Source: an optimization exercise on an open RTL-to-GDS flow (aim: small area). Production flows keep margins and buffers that such runs may drop.
RTL that was checked went through simulation tests only; none was proved equivalent to the original.
Power and IR drop assume default switching activity.

Design VGAanimatedObject, start of the top module:
module VGAanimatedObject (clk, rst, switch, push, hsync, vsync, rgb);
input         clk, rst;
input         switch;
input   [3:0] push;
output        hsync, vsync;
output  [2:0] rgb;
wire          video_on;
wire    [9:0] pixel_x, pixel_y;
wire          x_step, x_wrap, y_step, y_wrap;
vgaSync vgaSync(
  .clk(clk),
  .rst(rst),
  .hsync(hsync),
  .vsync(vsync),
  .video_on(video_on),
  .pixel_x(pixel_x),
  .pixel_y(pixel_y),
  .x_step(x_step),
  .x_wrap(x_wrap),
  .y_step(y_step),
  .y_wrap(y_wrap)
);
pixelGeneration pixelGeneration(
  .clk(clk),
  .rst(rst),
  .push(push),
  .switch(switch),
  .pixel_x(pixel_x),
  .pixel_y(pixel_y),
  .x_step(x_step),
  .x_wrap(x_wrap),
  .y_step(y_step),
  .y_wrap(y_wrap),
  .video_on(video_on),
  .rgb(rgb)
);
endmodule
For scale: roughly 350 cells after synthesis, ~3500 um^2 of cells after synthesis.
==> module pixelGeneration, before the edit <==
module pixelGeneration (clk, rst, switch, pixel_x, pixel_y, push,
                        x_step, x_wrap, y_step, y_wrap, video_on, rgb);
input               clk, rst, switch;
input       [9:  0] pixel_x, pixel_y;
input               x_step, x_wrap, y_step, y_wrap;
input               video_on;
input       [3:  0] push;
output      [2:  0] rgb;
localparam [16:0] R0 = 17'h00000;
localparam [16:0] R_LAST = 17'h0f4f8;
reg  [16:0] r;
reg  [2:0]  q;
reg         s;
wire        r_end = (r == R_LAST);
wire        ge_mid = switch ? q[2] : (|q);                                    
wire        ge_max = switch ? (&q & r_end) : (q[2] | q[1] | (q[0] & r_end));  
wire        slow_en = ~rst & ~s & ge_mid;
wire        r_clr = rst | ge_max | r_end;
wire [2:0]  q_inc = {q[2] ^ (q[1] & q[0]), q[1] ^ q[0], ~q[0]};
always @(posedge clk) begin
  r <= r_clr ? R0 : {~r[15:0], r[16] ^ r[13]};
  if (rst | ge_max)
    q <= 3'd0;
  else if (r_end)
    q <= q_inc;
  s <= ~rst & ge_mid;
end
reg  [3:0]  push_q1;
reg         mv_y, mv_x, mv_dec;
wire [3:0]  d_next = push & push_q1;
always @(posedge clk) begin
  if (rst) begin
    push_q1 <= 4'd0;
    mv_y <= 1'b0;
    mv_x <= 1'b0;
    mv_dec <= 1'b0;
  end else if (slow_en) begin
    push_q1 <= push;
    mv_y <= d_next[0] | d_next[3];
    mv_x <= d_next[2] | d_next[1];
    mv_dec <= ~d_next[0] & (d_next[3] | d_next[2]);
  end
end
reg  [8:0]  rx, ry;
wire        move_y = slow_en & mv_y;
wire        move_x = slow_en & ~mv_y & mv_x;
wire [8:0]  kx = (x_wrap ? 9'd113 : x_step ? 9'd1 : 9'd0) + (move_x ? (mv_dec ? 9'd5 : 9'd507) : 9'd0);
wire [8:0]  ky = (y_wrap ? 9'd250 : y_step ? 9'd1 : 9'd0) + (move_y ? (mv_dec ? 9'd5 : 9'd507) : 9'd0);
reg  [8:0]  rx_sum, ry_sum;
reg         cx, cy;
integer     i;
always @(*) begin
  cx = 1'b0;
  cy = 1'b0;
  for (i = 0; i < 9; i = i + 1) begin
    rx_sum[i] = rx[i] ^ kx[i] ^ cx;
    cx = (rx[i] & kx[i]) | ((rx[i] ^ kx[i]) & cx);
    ry_sum[i] = ry[i] ^ ky[i] ^ cy;
    cy = (ry[i] & ky[i]) | ((ry[i] ^ ky[i]) & cy);
  end
end
always @(posedge clk) begin
  if (rst) begin
    rx <= 9'd352;    
    ry <= 9'd402;    
  end else begin
    rx <= rx_sum;
    ry <= ry_sum;
  end
end
function le5;
  input [4:0] a, b;
  integer j;
  reg l;
  begin
    l = 1'b1;
    for (j = 0; j < 5; j = j + 1)
      l = (~a[j] & b[j]) | (~(a[j] ^ b[j]) & l);
    le5 = l;
  end
endfunction
wire        x_on = (rx[8:5] == 4'd0) & ~(rx[4] & (rx[3] | rx[2])) & ((|rx[4:0]) | pixel_x[0]) &
                   ((|pixel_x[9:6]) | le5(rx[4:0], pixel_x[5:1]));
wire        y_on = (ry[8:5] == 4'd0) & ~(ry[4] & (ry[3] | ry[2])) & ((|ry[4:0]) | pixel_y[0]) &
                   ((|pixel_y[9:6]) | le5(ry[4:0], pixel_y[5:1]));
wire        square_on = x_on & y_on;
assign rgb = {1'b0, video_on & square_on, video_on & ~square_on};
endmodule
make LEC_CHECK=0 CAP_MARGIN=20 CORE_MARGIN=2 CORE_UTILIZATION=40 SLEW_MARGIN=20 finish   # period 10.0 ns
run.sh (not shown) runs the stock make flow with config.mk's settings and CLKGATE_MAP_FILE= SYNTH_SCRIPT=/design/flow/synth_recipe.tcl, a recipe that flattens the netlist after the stock synthesis.
Then changed:
--- a/flow/design.v
+++ b/flow/design.v
@@ -96,14 +96,30 @@
     mv_dec <= ~d_next[0] & (d_next[3] | d_next[2]);
   end
 end
 reg  [8:0]  rx, ry;
 wire        move_y = slow_en & mv_y;
 wire        move_x = slow_en & ~mv_y & mv_x;
-wire [8:0]  kx = (x_wrap ? 9'd113 : x_step ? 9'd1 : 9'd0) + (move_x ? (mv_dec ? 9'd5 : 9'd507) : 9'd0);
-wire [8:0]  ky = (y_wrap ? 9'd250 : y_step ? 9'd1 : 9'd0) + (move_y ? (mv_dec ? 9'd5 : 9'd507) : 9'd0);
+wire [8:0]  kx = step_const(x_wrap, x_step, move_x, mv_dec, 9'd113);
+wire [8:0]  ky = step_const(y_wrap, y_step, move_y, mv_dec, 9'd250);
+function [8:0] step_const;
+  input       wrap, step, mv, dec;
+  input [8:0] wk;
+  begin
+    casez ({wrap, step, mv, dec})
+      4'b1?0?: step_const = wk;
+      4'b1?11: step_const = wk + 9'd5;
+      4'b1?10: step_const = wk - 9'd5;
+      4'b010?: step_const = 9'd1;
+      4'b0111: step_const = 9'd6;
+      4'b0110: step_const = 9'd508;
+      4'b001?: step_const = dec ? 9'd5 : 9'd507;
+      default: step_const = 9'd0;
+    endcase
+  end
+endfunction
 reg  [8:0]  rx_sum, ry_sum;
 reg         cx, cy;
 integer     i;
 always @(*) begin
   cx = 1'b0;
   cy = 1'b0;
After rerunning: The new run passed the timing, design-rule and antenna checks; combinational power goes down by a few percent; total power goes up slightly; synthesized area goes down by a few percent; final cell count goes down by a few percent; first-iteration DRC count goes down by a few percent; sequential cell count is unchanged; global-route usage stays flat.
For the first run of this note, only the layout was checked, not whether the RTL still works.

-- static timing again, ports no longer ideal --
How much do the figures lean on ideal ports? The routed layouts below were timed once more, with nothing changed but the port constraints.
Step 1 assumes that a clkbuf_16 drives the clock port and a buf_2 every other input.
Step 2 moves the port delays by t, midway between the first and last clock arrival at a register: inputs arrive t later, outputs are due t later. That takes back most of the time a late clock gives input paths.
a / b / c = no drivers / after step 1 / after step 2; a / b = the first two.
run | t (ns) | setup WS [ns] | worst setup path at the end
the first run | 0.377 | 2.308 / 2.319 / 1.942 | input to register
the second run | 0.369 | 3.158 / 3.169 / 2.800 | input to register
After both steps every run listed still meets setup and hold. For the first run, which loses most, drivers alone change the setup slack by +0.011 ns; drivers and shift together by -0.366 ns.
